What follows belongs to an exercise in optimizing a design on an open flow for small area, a short achievable clock period and few clock cycles per item; a production flow would make more cautious choices. RTL that was checked went through simulation tests only; none was proved equivalent to the original.

run a:
// angle_frame
module angle_frame(
	input clk,
	input rst,
	input start,
	input [11:0] x,
	input [11:0] y,
	output [55:0] frame,
	output frame_valid
    );
Size in the first run: ~2,400 cells after synthesis, about 84 I/O pins, roughly 0.016 sq mm of cells after synthesis.
==> flow/config.mk <==
export PLATFORM = sky130hd
export DESIGN_NAME = angle_frame
export DESIGN_NICKNAME = angle_frame
export VERILOG_FILES = /design/flow/design.v
export SDC_FILE = /design/flow/constraint.sdc
export NUM_CORES = 8
export LEC_CHECK = 0
export CAP_MARGIN = 20
export CORE_MARGIN = 2
export CORE_UTILIZATION = 40
export SETUP_SLACK_MARGIN = 4.0
export SLEW_MARGIN = 20
export SYNTH_MEMORY_MAX_BITS = 65536
==> flow/constraint.sdc <==
create_clock -name core_clock -period 8.0 [get_ports {clk}]
set_input_delay 1.6000 -clock core_clock [delete_from_list [all_inputs] [get_ports {clk}]]
set_output_delay 1.6000 -clock core_clock [all_outputs]
set_load 0.01 [all_outputs]
standard.sh (not shown) runs the stock make flow with config.mk's settings and CLKGATE_MAP_FILE= SYNTH_SCRIPT=/design/flow/synth_recipe.tcl, a recipe that flattens the netlist after the stock synthesis.
==> flow/flow/run.sh <==
#!/bin/bash
# Layout flow: the standard synthesis, then the combinational logic
# (everything but the flip-flops, which keep their names and cells) is
# re-mapped by ABC with an area-recovering script; then the standard
# layout from the netlist, with sky130_fd_sc_hd__buf_2 port buffers.
# Every tool's output goes to a log file in this folder.
set -euo pipefail
bash standard.sh synth > flow_synth.log 2>&1
R=orfs/results/sky130hd/angle_frame/base
cp $R/1_2_yosys.v $R/1_2_yosys_standard.v
LIB=$FLOW_HOME/platforms/sky130hd/lib/sky130_fd_sc_hd__tt_025C_1v80.lib
sed -e "s#@IN@#$R/1_2_yosys_standard.v#" -e "s#@OUT@#$R/1_2_yosys.v#" \
    -e "s#@LIB@#$LIB#g" -e "s#@ABC@#flow/resynth.abc#" flow/resynth.ys > resynth.ys
yosys -l yosys_resynth.log -q resynth.ys > /dev/null 2>&1
bash standard.sh BUFFER_PORTS_ARGS="-buffer_cell sky130_fd_sc_hd__buf_2" finish > flow_finish.log 2>&1
Other scripts of this flow, unchanged in this note and not shown: flow/flow/resynth.abc, flow/flow/resynth.ys
Setup changes, run a to run b
--- a/flow/design.v
+++ b/flow/design.v
@@ -7,13 +7,13 @@
 	output            done        
     );
 	reg  [32:0] xr;              
 	reg  [34:0] rr;              
 	reg  [31:0] zr;
 	reg  [31:1] t;               
-	wire [30:0] oh = t[31:1] & ~{t[30:1], 1'b0};    
+	reg  [16:0] oh;              
 	reg         dn;              
 	wire d = rr[34];             
 	wire dx = ~dn;
 	reg  [29:0] a;
 	wire [29:0] anext = ({30{oh[0]}} & 30'h1C128E80) |
 	                    ({30{oh[1]}} & 30'h0E400224) |
@@ -99,12 +99,13 @@
 	add32 zadd(.a(zr), .b({2'b00, a} ^ {32{dx}}), .ci(dx), .s(znext));
 	wire [12:0] xy_sum, xy_dif;
 	add13 sadd(.a({1'b0, x}), .b({1'b0, y}), .ci(1'b0), .s(xy_sum));
 	add13 dadd(.a({1'b0, y}), .b(~{1'b0, x}), .ci(1'b1), .s(xy_dif));
 	always @(posedge clk) begin
 		t <= load ? 31'h7fffffff : {t[30:1], 1'b0};
+		oh <= load ? 17'd1 : {oh[15:0], 1'b0};
 		a <= load ? 30'h35214E63 : anext;
 		dn <= load ? ~xy_dif[12] : ~rnext[34];
 		if (load) begin
 			xr <= {1'b0, xy_sum, 19'b0};
 			rr <= {{3{xy_dif[12]}}, xy_dif, 19'b0};
 			zr <= 32'h5A000000;
--- outcome ---
Diff run a and run b: worst slack on hold paths higher in run a. Taking run a as the reference, in run b global-route wire length before repair has decreased; area of the placeable core shows an increase of 180 sq um; core utilization went up by 0.24 points; count of plain and timing-repair buffers decreased about 1.6%.
Testbench counts of run b, summed over its fixed seeds: cycles 159,356, frames 8,000.
For run a, only the layout was checked, not whether the RTL still works.

* * *

Another version of the RTL of angle_frame (not shown whole).
For scale: roughly 2,500 cells after synthesis, ~16,000 µm² of cells after synthesis.
Design angle_frame, start of the top module:
module angle_frame(
	input clk,
	input rst,
	input start,
	input [11:0] x,
	input [11:0] y,
	output [55:0] frame,
	output frame_valid
    );
	reg        busy;
	reg        valid;
	reg  [20:0] dig;
	reg  [7:0]  crc_hi;          
	wire [31:0] z;
	wire [20:0] dig_next;
	wire [7:0]  crc_hi_next, crc_lo, crc_0;
	wire        done;
	atang Arctg_alg(.clk(clk), .load(start), .x(x), .y(y), .z(z), .done(done));
	conv_dec_ascii Conversie(.d_in(z[31:15]), .digits(dig_next));
	CRC crc_a(.digits({dig_next[20:4], 4'd0}), .crc(crc_hi_next));
	CRC crc_b(.digits({17'd0, dig[3:0]}), .crc(crc_lo));
	CRC crc_c(.digits(21'd0), .crc(crc_0));
	wire last = done;
	always @(posedge clk) begin
		dig <= dig_next;
		crc_hi <= crc_hi_next;
		if (rst) begin
			busy  <= 1'b0;
			valid <= 1'b0;
		end else begin
			busy  <= start | (busy & ~last);
			valid <= busy & last;
		end
	end
	assign frame = {7'b0011000, dig[20], 4'h3, dig[19:16], 4'h3, dig[15:12],
	                4'h3, dig[11:8], 4'h3, dig[7:4], 4'h3, dig[3:0],
	                crc_hi ^ crc_lo ^ crc_0};
	assign frame_valid = valid;
endmodule
Settings: LEC_CHECK=0, CAP_MARGIN=20, CORE_MARGIN=2, CORE_UTILIZATION=40, CTS_BUF_LIST=sky130_fd_sc_hd__clkbuf_16, CTS_CLUSTER_DIAMETER=80, CTS_CLUSTER_SIZE=24, SETUP_SLACK_MARGIN=4.7, SLEW_MARGIN=20, SYNTH_MEMORY_MAX_BITS=65536; clock period 8.0 ns.
==> flow/flow/resynth.abc <==
strash
dch
map -B 0.2
topo
stime -c
upsize -c
dnsize -c
==> flow/flow/resynth.ys <==
read_liberty -overwrite -ignore_miss_func @LIB@
read_verilog -overwrite @IN@
hierarchy -top angle_frame
setattr -mod -set keep_hierarchy 1 sky130_fd_sc_hd__df*
flatten
opt_clean
abc -script @ABC@ -liberty @LIB@ -dont_use sky130_fd_sc_hd__lpflow_bleeder_1 -dont_use sky130_fd_sc_hd__lpflow_clkbufkapwr_1 -dont_use sky130_fd_sc_hd__lpflow_clkbufkapwr_16 -dont_use sky130_fd_sc_hd__lpflow_clkbufkapwr_2 -dont_use sky130_fd_sc_hd__lpflow_clkbufkapwr_4 -dont_use sky130_fd_sc_hd__lpflow_clkbufkapwr_8 -dont_use sky130_fd_sc_hd__lpflow_clkinvkapwr_1 -dont_use sky130_fd_sc_hd__lpflow_clkinvkapwr_16 -dont_use sky130_fd_sc_hd__lpflow_clkinvkapwr_2 -dont_use sky130_fd_sc_hd__lpflow_clkinvkapwr_4 -dont_use sky130_fd_sc_hd__lpflow_clkinvkapwr_8 -dont_use sky130_fd_sc_hd__lpflow_decapkapwr_12 -dont_use sky130_fd_sc_hd__lpflow_decapkapwr_3 -dont_use sky130_fd_sc_hd__lpflow_decapkapwr_4 -dont_use sky130_fd_sc_hd__lpflow_decapkapwr_6 -dont_use sky130_fd_sc_hd__lpflow_decapkapwr_8 -dont_use sky130_fd_sc_hd__lpflow_inputiso0n_1 -dont_use sky130_fd_sc_hd__lpflow_inputiso0p_1 -dont_use sky130_fd_sc_hd__lpflow_inputiso1n_1 -dont_use sky130_fd_sc_hd__lpflow_inputiso1p_1 -dont_use sky130_fd_sc_hd__lpflow_inputisolatch_1 -dont_use sky130_fd_sc_hd__lpflow_isobufsrc_1 -dont_use sky130_fd_sc_hd__lpflow_isobufsrc_16 -dont_use sky130_fd_sc_hd__lpflow_isobufsrc_2 -dont_use sky130_fd_sc_hd__lpflow_isobufsrc_4 -dont_use sky130_fd_sc_hd__lpflow_isobufsrc_8 -dont_use sky130_fd_sc_hd__lpflow_isobufsrckapwr_16 -dont_use sky130_fd_sc_hd__lpflow_lsbuf_lh_hl_isowell_tap_1 -dont_use sky130_fd_sc_hd__lpflow_lsbuf_lh_hl_isowell_tap_2 -dont_use sky130_fd_sc_hd__lpflow_lsbuf_lh_hl_isowell_tap_4 -dont_use sky130_fd_sc_hd__lpflow_lsbuf_lh_isowell_4 -dont_use sky130_fd_sc_hd__lpflow_lsbuf_lh_isowell_tap_1 -dont_use sky130_fd_sc_hd__lpflow_lsbuf_lh_isowell_tap_2 -dont_use sky130_fd_sc_hd__lpflow_lsbuf_lh_isowell_tap_4 -dont_use sky130_fd_sc_hd__probe_p_8 -dont_use sky130_fd_sc_hd__probec_p_8 
opt_clean -purge
hilomap -singleton -hicell sky130_fd_sc_hd__conb_1 HI -locell sky130_fd_sc_hd__conb_1 LO
setundef -zero
splitnets
opt_clean -purge
stat -liberty @LIB@
delete =sky130_fd_sc_hd__*
write_verilog -noattr -noexpr -nohex -nodec @OUT@
Scripts as last shown in full above: flow/flow/run.sh
Then changed:
--- a/flow/design.v
+++ b/flow/design.v
@@ -3,55 +3,33 @@
 	input             load,       
 	input      [11:0] x,
 	input      [11:0] y,
 	output     [31:0] z,
 	output            done        
     );
 	reg  [32:0] xr;              
 	reg  [34:0] rr;              
 	reg  [31:0] zr;
 	reg  [31:1] t;               
-	reg  [16:0] oh;              
+	wire [30:0] oh = t[31:1] & ~{t[30:1], 1'b0};    
 	reg         dn;              
 	wire d = rr[34];             
 	wire dx = ~dn;
-	wire [29:17] ohh = t[30:18] & ~t[29:17];
-	wire [29:0] a = ({30{oh[0]}} & 30'h35214E63) |
-	                ({30{oh[1]}} & 30'h1C128E80) |
-	                ({30{oh[2]}} & 30'h0E400224) |
-	                ({30{oh[3]}} & 30'h0727154C) |
-	                ({30{oh[4]}} & 30'h03946F29) |
-	                ({30{oh[5]}} & 30'h01CA5435) |
-	                ({30{oh[6]}} & 30'h00E52D8D) |
-	                ({30{oh[7]}} & 30'h007296C6) |
-	                ({30{oh[8]}} & 30'h00394B63) |
-	                ({30{oh[9]}} & 30'h001CA5B1) |
-	                ({30{oh[10]}} & 30'h000E52D8) |
-	                ({30{oh[11]}} & 30'h0007296C) |
-	                ({30{oh[12]}} & 30'h000394B6) |
-	                ({30{oh[13]}} & 30'h0001CA5B) |
-	                ({30{oh[14]}} & 30'h0000E52D) |
-	                ({30{oh[15]}} & 30'h00007296) |
-	                ({30{oh[16]}} & 30'h0000394B) |
-	                ({30{ohh[17]}} & 30'h00001CA5) |
-	                ({30{ohh[18]}} & 30'h00000E52) |
-	                ({30{ohh[19]}} & 30'h00000729) |
-	                ({30{ohh[20]}} & 30'h00000394) |
-	                ({30{ohh[21]}} & 30'h000001CA) |
-	                ({30{ohh[22]}} & 30'h000000E5) |
-	                ({30{ohh[23]}} & 30'h00000072) |
-	                ({30{ohh[24]}} & 30'h00000039) |
-	                ({30{ohh[25]}} & 30'h0000001C) |
-	                ({30{ohh[26]}} & 30'h0000000E) |
-	                ({30{ohh[27]}} & 30'h00000007) |
-	                ({30{ohh[28]}} & 30'h00000003) |
-	                ({30{ohh[29]}} & 30'h00000001);
+	reg  [29:0] a;
+	wire [29:0] anext = ({30{oh[0]}} & 30'h1C128E80) |
+	                    ({30{oh[1]}} & 30'h0E400224) |
+	                    ({30{oh[2]}} & 30'h0727154C) |
+	                    ({30{oh[3]}} & 30'h03946F29) |
+	                    ({30{oh[4]}} & 30'h01CA5435) |
+	                    ({30{oh[5]}} & 30'h00E52D8D) |
+	                    ({30{oh[6]}} & 30'h007296C6) |
+	                    ({30{~t[7]}} & {1'b0, a[29:1]});
 	wire [32:0] xmask;
 	assign xmask[0] = 1'b0;
 	assign xmask[1] = t[1];
 	assign xmask[2] = t[2];
 	assign xmask[3] = t[3];
 	assign xmask[4] = t[4];
 	assign xmask[5] = t[5];
 	assign xmask[6] = t[6];
 	assign xmask[7] = t[7];
 	assign xmask[8] = t[8];
@@ -117,21 +95,21 @@
 	wire [32:0] xnext;
 	wire [31:0] znext;
 	add35 radd(.a({rr[33:0], 1'b0}), .b({2'b00, xm} ^ {35{~d}}), .ci(~d), .s(rnext));
 	add33 xadd(.a(xr), .b(ysh ^ {33{dx}}), .ci(dx), .s(xnext));
 	add32 zadd(.a(zr), .b({2'b00, a} ^ {32{dx}}), .ci(dx), .s(znext));
 	wire [12:0] xy_sum, xy_dif;
 	add13 sadd(.a({1'b0, x}), .b({1'b0, y}), .ci(1'b0), .s(xy_sum));
 	add13 dadd(.a({1'b0, y}), .b(~{1'b0, x}), .ci(1'b1), .s(xy_dif));
 	always @(posedge clk) begin
 		t <= load ? 31'h7fffffff : {t[30:1], 1'b0};
-		oh <= load ? 17'd1 : {oh[15:0], 1'b0};
+		a <= load ? 30'h35214E63 : anext;
 		dn <= load ? ~xy_dif[12] : ~rnext[34];
 		if (load) begin
 			xr <= {1'b0, xy_sum, 19'b0};
 			rr <= {{3{xy_dif[12]}}, xy_dif, 19'b0};
 			zr <= 32'h5A000000;
 		end else begin
 			xr <= xnext;
 			rr <= rnext;
 			zr <= znext;
 		end
Maximum frequency is lower by 2.3%; final area is higher by 6.9%; count of clock-buffer cells in the layout is higher by 1; sequential share of layout area is higher by 0.33 points; area after synthesis barely changes; setup slack got worse by 0.075 ns; critical path depth is higher by 3; first-iteration DRC count is lower by 1.2%; non-clock buffer count is higher by 93; hold slack got worse by 0.010 ns; synthesized cell count is lower by 4.1%.
No run of this note included a check of the RTL's function; only the layout flow was run.

* * *

Setup of v6:
The RTL this note starts from:
==> flow/design.v <==
module atang(
	input             clk,
	input             load,       
	input      [11:0] x,
	input      [11:0] y,
	input      [4:0]  k,          
	output     [31:0] z
    );
	reg  [32:0] xr;              
	reg  [34:0] rr;              
	reg  [31:0] zr;
	wire d = rr[34];
	reg [31:0] a;
	always @(*) begin
		case (k)
		5'd0:  a = 32'h35214E63;
		5'd1:  a = 32'h1C128E80;
		5'd2:  a = 32'h0E400224;
		5'd3:  a = 32'h0727154C;
		5'd4:  a = 32'h03946F29;
		5'd5:  a = 32'h01CA5435;
		5'd6:  a = 32'h00E52D8D;
		5'd7:  a = 32'h007296C6;
		5'd8:  a = 32'h00394B63;
		5'd9:  a = 32'h001CA5B1;
		5'd10: a = 32'h000E52D8;
		5'd11: a = 32'h0007296C;
		5'd12: a = 32'h000394B6;
		5'd13: a = 32'h0001CA5B;
		5'd14: a = 32'h0000E52D;
		5'd15: a = 32'h00007296;
		5'd16: a = 32'h0000394B;
		5'd17: a = 32'h00001CA5;
		5'd18: a = 32'h00000E52;
		5'd19: a = 32'h00000729;
		5'd20: a = 32'h00000394;
		5'd21: a = 32'h000001CA;
		5'd22: a = 32'h000000E5;
		5'd23: a = 32'h00000072;
		5'd24: a = 32'h00000039;
		5'd25: a = 32'h0000001C;
		5'd26: a = 32'h0000000E;
		5'd27: a = 32'h00000007;
		5'd28: a = 32'h00000003;
		5'd29: a = 32'h00000001;
		default: a = 32'h00000000;
		endcase
	end
	wire [32:0] lowj = ~(33'h1fffffffe << k);
	wire [32:0] xm = xr & ~lowj;
	wire signed [34:0] rs = $signed(rr) >>> 1;
	wire signed [34:0] ysh = rs >>> {k, 1'b0};
	wire [34:0] rnext = {rr[33:0], 1'b0} + ({2'b00, xm} ^ {35{~d}}) + {34'd0, ~d};
	wire [32:0] xnext = xr + (ysh[32:0] ^ {33{d}}) + {32'd0, d};
	wire [31:0] znext = zr + (a ^ {32{d}}) + {31'd0, d};
	wire [12:0] xy_sum = {1'b0, x} + {1'b0, y};
	wire [12:0] xy_dif = {1'b0, y} - {1'b0, x};
	always @(posedge clk) begin
		if (load) begin
			xr <= {1'b0, xy_sum, 19'b0};
			rr <= {{3{xy_dif[12]}}, xy_dif, 19'b0};
			zr <= 32'h5A000000;
		end else begin
			xr <= xnext;
			rr <= rnext;
			zr <= znext;
		end
	end
	assign z = zr;
endmodule
module conv_dec_ascii(
	input  [16:0] d_in,
	output [20:0] digits     
    );
	wire [6:0] i = d_in[16:10];
	wire [9:0] f = d_in[9:0];
	wire [13:0] m1 = {1'b0, f, 3'b0} + {3'b0, f, 1'b0};
	wire [13:0] m2 = {1'b0, m1[9:0], 3'b0} + {3'b0, m1[9:0], 1'b0};
	wire [13:0] m3 = {1'b0, m2[9:0], 3'b0} + {3'b0, m2[9:0], 1'b0};
	wire [3:0] qh = m1[13:10];
	wire [3:0] qt = m2[13:10];
	wire [3:0] qo = m3[13:10];
	reg [8:0] ti;     
	always @(*) begin
		case (i)
		7'd0: ti = 9'h000;
		7'd1: ti = 9'h001;
		7'd2: ti = 9'h002;
		7'd3: ti = 9'h003;
		7'd4: ti = 9'h004;
		7'd5: ti = 9'h005;
		7'd6: ti = 9'h006;
		7'd7: ti = 9'h007;
		7'd8: ti = 9'h008;
		7'd9: ti = 9'h009;
		7'd10: ti = 9'h010;
		7'd11: ti = 9'h011;
		7'd12: ti = 9'h012;
		7'd13: ti = 9'h013;
		7'd14: ti = 9'h014;
		7'd15: ti = 9'h015;
		7'd16: ti = 9'h016;
		7'd17: ti = 9'h017;
		7'd18: ti = 9'h018;
		7'd19: ti = 9'h019;
		7'd20: ti = 9'h020;
		7'd21: ti = 9'h021;
		7'd22: ti = 9'h022;
		7'd23: ti = 9'h023;
		7'd24: ti = 9'h024;
		7'd25: ti = 9'h025;
		7'd26: ti = 9'h026;
		7'd27: ti = 9'h027;
		7'd28: ti = 9'h028;
		7'd29: ti = 9'h029;
		7'd30: ti = 9'h030;
		7'd31: ti = 9'h031;
		7'd32: ti = 9'h032;
		7'd33: ti = 9'h033;
		7'd34: ti = 9'h034;
		7'd35: ti = 9'h035;
		7'd36: ti = 9'h036;
		7'd37: ti = 9'h037;
		7'd38: ti = 9'h038;
		7'd39: ti = 9'h039;
		7'd40: ti = 9'h040;
		7'd41: ti = 9'h041;
		7'd42: ti = 9'h042;
		7'd43: ti = 9'h043;
		7'd44: ti = 9'h044;
		7'd45: ti = 9'h045;
		7'd46: ti = 9'h046;
		7'd47: ti = 9'h047;
		7'd48: ti = 9'h048;
		7'd49: ti = 9'h049;
		7'd50: ti = 9'h050;
		7'd51: ti = 9'h051;
		7'd52: ti = 9'h052;
		7'd53: ti = 9'h053;
		7'd54: ti = 9'h054;
		7'd55: ti = 9'h055;
		7'd56: ti = 9'h056;
		7'd57: ti = 9'h057;
		7'd58: ti = 9'h058;
		7'd59: ti = 9'h059;
		7'd60: ti = 9'h060;
		7'd61: ti = 9'h061;
		7'd62: ti = 9'h062;
		7'd63: ti = 9'h063;
		7'd64: ti = 9'h064;
		7'd65: ti = 9'h065;
		7'd66: ti = 9'h066;
		7'd67: ti = 9'h067;
		7'd68: ti = 9'h068;
		7'd69: ti = 9'h069;
		7'd70: ti = 9'h070;
		7'd71: ti = 9'h071;
		7'd72: ti = 9'h072;
		7'd73: ti = 9'h073;
		7'd74: ti = 9'h074;
		7'd75: ti = 9'h075;
		7'd76: ti = 9'h076;
		7'd77: ti = 9'h077;
		7'd78: ti = 9'h078;
		7'd79: ti = 9'h079;
		7'd80: ti = 9'h080;
		7'd81: ti = 9'h081;
		7'd82: ti = 9'h082;
		7'd83: ti = 9'h083;
		7'd84: ti = 9'h084;
		7'd85: ti = 9'h085;
		7'd86: ti = 9'h086;
		7'd87: ti = 9'h087;
		7'd88: ti = 9'h088;
		7'd89: ti = 9'h089;
		7'd90: ti = 9'h090;
		7'd91: ti = 9'h091;
		7'd92: ti = 9'h092;
		7'd93: ti = 9'h093;
		7'd94: ti = 9'h094;
		7'd95: ti = 9'h095;
		7'd96: ti = 9'h096;
		7'd97: ti = 9'h097;
		7'd98: ti = 9'h098;
		7'd99: ti = 9'h099;
		7'd100: ti = 9'h100;
		7'd101: ti = 9'h101;
		7'd102: ti = 9'h102;
		7'd103: ti = 9'h103;
		7'd104: ti = 9'h104;
		7'd105: ti = 9'h105;
		7'd106: ti = 9'h106;
		7'd107: ti = 9'h107;
		7'd108: ti = 9'h108;
		7'd109: ti = 9'h109;
		7'd110: ti = 9'h110;
		7'd111: ti = 9'h111;
		7'd112: ti = 9'h112;
		7'd113: ti = 9'h113;
		7'd114: ti = 9'h114;
		7'd115: ti = 9'h115;
		7'd116: ti = 9'h116;
		7'd117: ti = 9'h117;
		7'd118: ti = 9'h118;
		7'd119: ti = 9'h119;
		7'd120: ti = 9'h120;
		7'd121: ti = 9'h121;
		7'd122: ti = 9'h122;
		7'd123: ti = 9'h123;
		7'd124: ti = 9'h124;
		7'd125: ti = 9'h125;
		7'd126: ti = 9'h126;
		7'd127: ti = 9'h127;
		default: ti = 9'h0;
		endcase
	end
	assign digits = {ti, qh, qt, qo};
endmodule
module CRC(
	input  [20:0] digits,    
	output [7:0]  crc
    );
	function [7:0] crc8;
		input [47:0] m;
		integer k;
		reg [7:0] c;
		reg fb;
		begin
			c = 8'h80;
			for (k = 47; k >= 0; k = k - 1) begin
				fb = c[7] ^ m[k];
				c = {c[6:0], 1'b0} ^ (fb ? 8'h31 : 8'h00);
			end
			crc8 = c;
		end
	endfunction
	wire [47:0] text = {7'b0011000, digits[20], 4'h3, digits[19:16], 4'h3, digits[15:12],
	                    4'h3, digits[11:8], 4'h3, digits[7:4], 4'h3, digits[3:0]};
	assign crc = crc8(text);
endmodule
module angle_frame(
	input clk,
	input rst,
	input start,
	input [11:0] x,
	input [11:0] y,
	output [55:0] frame,
	output frame_valid
    );
	reg        busy;
	reg  [4:0] k;
	reg        valid;
	reg  [20:0] dig;
	wire [31:0] z;
	wire [20:0] dig_next;
	wire [7:0]  crc;
	atang Arctg_alg(.clk(clk), .load(start), .x(x), .y(y), .k(k), .z(z));
	conv_dec_ascii Conversie(.d_in(z[31:15]), .digits(dig_next));
	CRC crc8(.digits(dig), .crc(crc));
	wire last = (k == 5'd30);
	always @(posedge clk) begin
		k <= start ? 5'd0 : k + 5'd1;
		dig <= dig_next;
		if (rst) begin
			busy  <= 1'b0;
			valid <= 1'b0;
		end else begin
			busy  <= start | (busy & ~last);
			valid <= busy & last;
		end
	end
	assign frame = {7'b0011000, dig[20], 4'h3, dig[19:16], 4'h3, dig[15:12],
	                4'h3, dig[11:8], 4'h3, dig[7:4], 4'h3, dig[3:0], crc};
	assign frame_valid = valid;
endmodule
Settings: LEC_CHECK=0, CAP_MARGIN=20, CORE_MARGIN=2, CORE_UTILIZATION=40, SETUP_SLACK_MARGIN=4.0, SLEW_MARGIN=20, SYNTH_MEMORY_MAX_BITS=65536; clock period 8.0 ns.
run.sh (not shown) runs the stock make flow with config.mk's settings and CLKGATE_MAP_FILE= SYNTH_SCRIPT=/design/flow/synth_recipe.tcl, a recipe that flattens the netlist after the stock synthesis.
Stock flow here: none of the scripts above is used.
Input changes introduced in v7 (baseline for comparison: v6):
--- a/flow/design.v
+++ b/flow/design.v
@@ -3,9 +3,10 @@
 	input             load,       
 	input      [11:0] x,
 	input      [11:0] y,
 	input      [4:0]  k,          
-	output     [31:0] z
+	output     [31:0] z,
+	output            done        
     );
 	reg  [32:0] xr;              
 	reg  [34:0] rr;              
 	reg  [31:0] zr;
@@ -47,9 +48,9 @@
 		endcase
 	end
 	wire [32:0] lowj = ~(33'h1fffffffe << k);
 	wire [32:0] xm = xr & ~lowj;
-	wire signed [34:0] rs = $signed(rr) >>> 1;
+	wire signed [34:0] rs = {rr[34], rr[34:1]};
 	wire signed [34:0] ysh = rs >>> {k, 1'b0};
 	wire [34:0] rnext = {rr[33:0], 1'b0} + ({2'b00, xm} ^ {35{~d}}) + {34'd0, ~d};
 	wire [32:0] xnext = xr + (ysh[32:0] ^ {33{d}}) + {32'd0, d};
 	wire [31:0] znext = zr + (a ^ {32{d}}) + {31'd0, d};
@@ -65,8 +66,10 @@
 			rr <= rnext;
 			zr <= znext;
 		end
 	end
+	wire [14:0] zl = zr[14:0] ^ {15{~d}};
+	assign done = ~|a[31:14] & (zl >= {a[13:0], 1'b0});
 	assign z = zr;
 endmodule
 module conv_dec_ascii(
 	input  [16:0] d_in,
@@ -253,12 +256,13 @@
 	reg  [20:0] dig;
 	wire [31:0] z;
 	wire [20:0] dig_next;
 	wire [7:0]  crc;
-	atang Arctg_alg(.clk(clk), .load(start), .x(x), .y(y), .k(k), .z(z));
+	wire        done;
+	atang Arctg_alg(.clk(clk), .load(start), .x(x), .y(y), .k(k), .z(z), .done(done));
 	conv_dec_ascii Conversie(.d_in(z[31:15]), .digits(dig_next));
 	CRC crc8(.digits(dig), .crc(crc));
-	wire last = (k == 5'd30);
+	wire last = done;
 	always @(posedge clk) begin
 		k <= start ? 5'd0 : k + 5'd1;
 		dig <= dig_next;
 		if (rst) begin
## What came out
- v7 finished end to end and its layout was clean on timing, DRC and antenna.
- Compare v7 and v6 | critical path data required time higher: v6
- Compared with v6, in v7 count of non-filler cells in the finished layout increased 6.2%; pin count of the biggest net entering global routing rose by 3.
- Comparing v7 with v6, the achievable clock frequency came out essentially unchanged.
- Compared with v6, v7 degrades routed wire length.
- v7 vs v6 on worst setup slack: v7 is the lower one.
Testbench counts of v7, summed over its fixed seeds: cycles 159,356, frames 8,000.
The RTL of v6 was laid out without a check of its function.

-- port drivers added, routing unchanged --
Ports are ideal in the flow. The routed layouts listed here were re-timed in OpenROAD.
Step 1 assumes that a clkbuf_16 drives the clock port and a buf_2 every other input.
Step 2 also shifts input and output timing later by t, the mid clock arrival at the registers, as if the neighbouring blocks saw the same clock.
Slacks: ideal / step 1 / step 2; pairs: ideal / step 1.
run	t, ns	setup WS [ns]	worst hold slack (ns)	latest minus earliest clock arrival (ns)	pins driven straight from the clock port
run a	0.522	4.129 / 4.129 / 3.895	0.443 / 0.443 / 0.443	0.010 / 0.010	1
run b	0.603	4.259 / 4.259 / 3.965	0.434 / 0.434 / 0.434	0.015 / 0.016	1
the first run of note 2	0.527	4.744 / 4.743 / 4.216	0.457 / 0.457 / 0.457	0.016 / 0.016	1
the second run of note 2	0.546	4.668 / 4.668 / 4.211	0.446 / 0.446 / 0.446	0.032 / 0.033	1
v6	0.497	3.805 / 3.805 / 3.592	0.359 / 0.359 / 0.359	0.016 / 0.016	1
v7	0.496	3.793 / 3.742 / 3.725	0.359 / 0.359 / 0.359	0.011 / 0.010	1
After both steps setup and hold are still met in every run listed. The setup slack of the first run of note 2, which loses most, moves by -0.001 ns with the drivers and by -0.528 ns with both steps.
